Source: an optimization exercise on an open RTL-to-GDS flow (aim: small area). Production flows keep margins and buffers that such runs may drop.
In this exercise RTL edits were held to simulation tests only and were not proved equivalent to the original.
Power is estimated from default activity; no workload was simulated.

## hart
module hart #(
    parameter RESET_ADDR = 32'h00000000
) (
    input  wire        i_clk,
    input  wire        i_rst,
    output wire [31:0] o_imem_raddr,
    input  wire [31:0] i_imem_rdata,
    output wire [31:0] o_dmem_addr,
    output wire        o_dmem_ren,
    output wire        o_dmem_wen,
    output wire [31:0] o_dmem_wdata,
    output wire [ 3:0] o_dmem_mask,
    input  wire [31:0] i_dmem_rdata,
    output wire        o_retire_valid,
    output wire [31:0] o_retire_inst,
    output wire        o_retire_trap,
    output wire        o_retire_halt,
    output wire [ 4:0] o_retire_rs1_raddr,
    output wire [ 4:0] o_retire_rs2_raddr,
    output wire [31:0] o_retire_rs1_rdata,
    output wire [31:0] o_retire_rs2_rdata,
    output wire [ 4:0] o_retire_rd_waddr,
    output wire [31:0] o_retire_rd_wdata,
    output wire [31:0] o_retire_pc,
    output wire [31:0] o_retire_next_pc
);
export LEC_CHECK = 0
export ABC_AREA = 1
export CAP_MARGIN = 20
export CORE_MARGIN = 2
export CORE_UTILIZATION = 40
export PLACE_DENSITY = 0.85
export SETUP_SLACK_MARGIN = 0.5
export SLEW_MARGIN = 20
create_clock -name core_clock -period 13.0 [get_ports {i_clk}]
standard.sh (not shown) runs the stock make flow with config.mk's settings and CLKGATE_MAP_FILE= SYNTH_SCRIPT=/design/flow/synth_recipe.tcl, a recipe that flattens the netlist after the stock synthesis.
==> flow/flow/run.sh <==
#!/bin/bash
# Layout flow: the standard flow, with three changes:
#  1. after the standard synthesis, the combinational logic is mapped again
#     by ABC for area (amap; the smallest of a few scripts); the
#     flip-flops are kept as they are, with
#     their names and cell types;
#  2. the port buffers are the smallest buffer (buf_1);
#  3. a clock tree of clkbuf_4 without dummy loads.
set -euo pipefail
here=$(pwd)
R=$here/orfs/results/sky130hd/hart/base
LIB=$FLOW_HOME/platforms/sky130hd/lib/sky130_fd_sc_hd__tt_025C_1v80.lib

# 1. standard synthesis, up to the Yosys netlist
bash standard.sh $R/1_2_yosys.v > synth.log 2>&1
cp $R/1_2_yosys.v $here/standard_synth.v

# 2. remap the combinational logic: a few ABC area scripts, keep the smallest
DU=$(sed 's/^/-dont_use /' flow/dont_use.txt | tr '\n' ' ')
SEQ=$(grep -o '^ *sky130_fd_sc_hd__[a-z0-9_]*' standard_synth.v | sort -u | grep -E '__(df|edf|sdf|dl|conb)' | tr '\n' ' ')
scripts=(
  "strash;dch,-f;amap,-F,20,-A,20;topo"
  "strash;dch,-f;amap,-F,20,-A,20,-E,1;topo"
  "strash;&get,-n;&deepsyn,-T,60;&put;dch,-f;amap,-F,20,-A,20;topo"
  "strash;&get,-n;&deepsyn,-T,60;&put;dch,-f;amap,-F,20,-A,20,-E,1;topo"
)
for i in "${!scripts[@]}"; do
  cat > remap_$i.ys <<EOY
read_liberty -ignore_miss_func $LIB
read_verilog $here/standard_synth.v
hierarchy -top hart
blackbox $SEQ
flatten
opt_clean -purge
abc -liberty $LIB $DU -script +${scripts[$i]}
opt_clean -purge
splitnets
opt_clean -purge
hilomap -singleton -hicell sky130_fd_sc_hd__conb_1 HI -locell sky130_fd_sc_hd__conb_1 LO
insbuf -buf sky130_fd_sc_hd__buf_4 A X
opt_clean -purge
tee -o $here/remap_$i.stat stat -liberty $LIB
write_verilog -noattr -nohex -nodec $here/remap_$i.v
EOY
  yosys -s remap_$i.ys > remap_$i.log 2>&1 &
done
wait
best=$(for i in "${!scripts[@]}"; do
  echo "$(grep 'Chip area for module' remap_$i.stat | tail -1 | awk '{print $NF}') $i"
done | sort -g | head -1 | awk '{print $2}')
echo "remap: candidate $best chosen" > remap_choice.txt
for i in "${!scripts[@]}"; do grep 'Chip area for module' remap_$i.stat | tail -1 >> remap_choice.txt; done
python3 flow/remap.py remap_$best.v $R/1_2_yosys.v

# 3. the rest of the standard flow
export BUFFER_PORTS_ARGS="-buffer_cell sky130_fd_sc_hd__buf_1"
export CTS_ARGS="-sink_clustering_enable -repair_clock_nets -buf_list sky130_fd_sc_hd__clkbuf_4 -dont_use_dummy_load -sink_clustering_size 13 -sink_clustering_max_diameter 35"
bash standard.sh > layout.log 2>&1
Other scripts of this flow, unchanged in this note and not shown: flow/flow/dont_use.txt, flow/flow/remap.py
Edit:
--- a/flow/flow/run.sh
+++ b/flow/flow/run.sh
@@ -56,3 +56,3 @@
 export BUFFER_PORTS_ARGS="-buffer_cell sky130_fd_sc_hd__buf_1"
-export CTS_ARGS="-sink_clustering_enable -repair_clock_nets -buf_list sky130_fd_sc_hd__clkbuf_4 -dont_use_dummy_load -sink_clustering_size 13 -sink_clustering_max_diameter 35"
+export CTS_ARGS="-sink_clustering_enable -repair_clock_nets -buf_list sky130_fd_sc_hd__clkbuf_4 -dont_use_dummy_load -sink_clustering_size 12 -sink_clustering_max_diameter 40"
 bash standard.sh > layout.log 2>&1
Settings changed: PLACE_DENSITY 0.85 to default.
Wire length goes up by 3.6%.
Final cell count is about the same.
Setup slack degrades by 6.4 ps.
Edit:
--- a/flow/flow/run.sh
+++ b/flow/flow/run.sh
@@ -25,2 +25,6 @@
   "strash;&get,-n;&deepsyn,-T,60;&put;dch,-f;amap,-F,20,-A,20,-E,1;topo"
+  "strash;&get,-n;&deepsyn,-T,60,-S,2;&put;dch,-f;amap,-F,20,-A,20;topo"
+  "strash;&get,-n;&deepsyn,-T,60,-S,3;&put;dch,-f;amap,-F,20,-A,20;topo"
+  "strash;&get,-n;&synch2;&deepsyn,-T,60;&put;dch,-f;amap,-F,20,-A,20;topo"
+  "strash;dc2;&get,-n;&deepsyn,-T,60;&put;dch,-f;amap,-F,20,-A,20;topo"
 )
@@ -39,3 +43,2 @@
 hilomap -singleton -hicell sky130_fd_sc_hd__conb_1 HI -locell sky130_fd_sc_hd__conb_1 LO
-insbuf -buf sky130_fd_sc_hd__buf_4 A X
 opt_clean -purge
Settings changed: GPL_TIMING_DRIVEN from default to 0.
The changed run completed with no timing, DRC or antenna violations.
Die area decreases by 7.4%.
Sequential power stays flat.
Power barely changes.
Cell count decreases by 2.8%.
Final area decreases by 0.46%.
Wire length decreases by about 2.8%.
Setup slack is better by 41 ps.
Register-to-register slack is worse by 410 ps.
Non-clock buffer count decreases by 10.
Worst hold slack is worse by 8.8 ps.

## separate check: timing with driven ports
The results above use ideal ports. As a check the final layouts listed here were re-extracted and re-timed, cells and wires unchanged.
Step 1, drivers: a clkbuf_16 drives i_clk and a buf_2 each remaining input, both assumed.
Step 2 moves the port delays by t, midway between the first and last clock arrival at a register: inputs arrive t later, outputs are due t later. That takes back most of the time a late clock gives input paths.
Three values: no drivers, after step 1, after step 2; two values: the first two.
run | t (ns) | setup WS [ns] | hold WS [ns] | worst data-port slew with drivers (ns) | pins driven straight from the clock port
the first run | 0.861 | 1.234 / 1.201 / 1.201 | 0.230 / 0.230 / 0.230 | 0.10 | 1
the second run | 0.867 | 1.228 / 1.199 / 1.199 | 0.273 / 0.273 / 0.273 | 0.12 | 1
the third run | 0.871 | 1.269 / 1.244 / 1.244 | 0.264 / 0.264 / 0.264 | 0.12 | 1
After both steps every run listed still meets setup and hold. The setup slack of the first run, which loses most, moves by -0.033 ns with the drivers and by -0.033 ns with both steps.
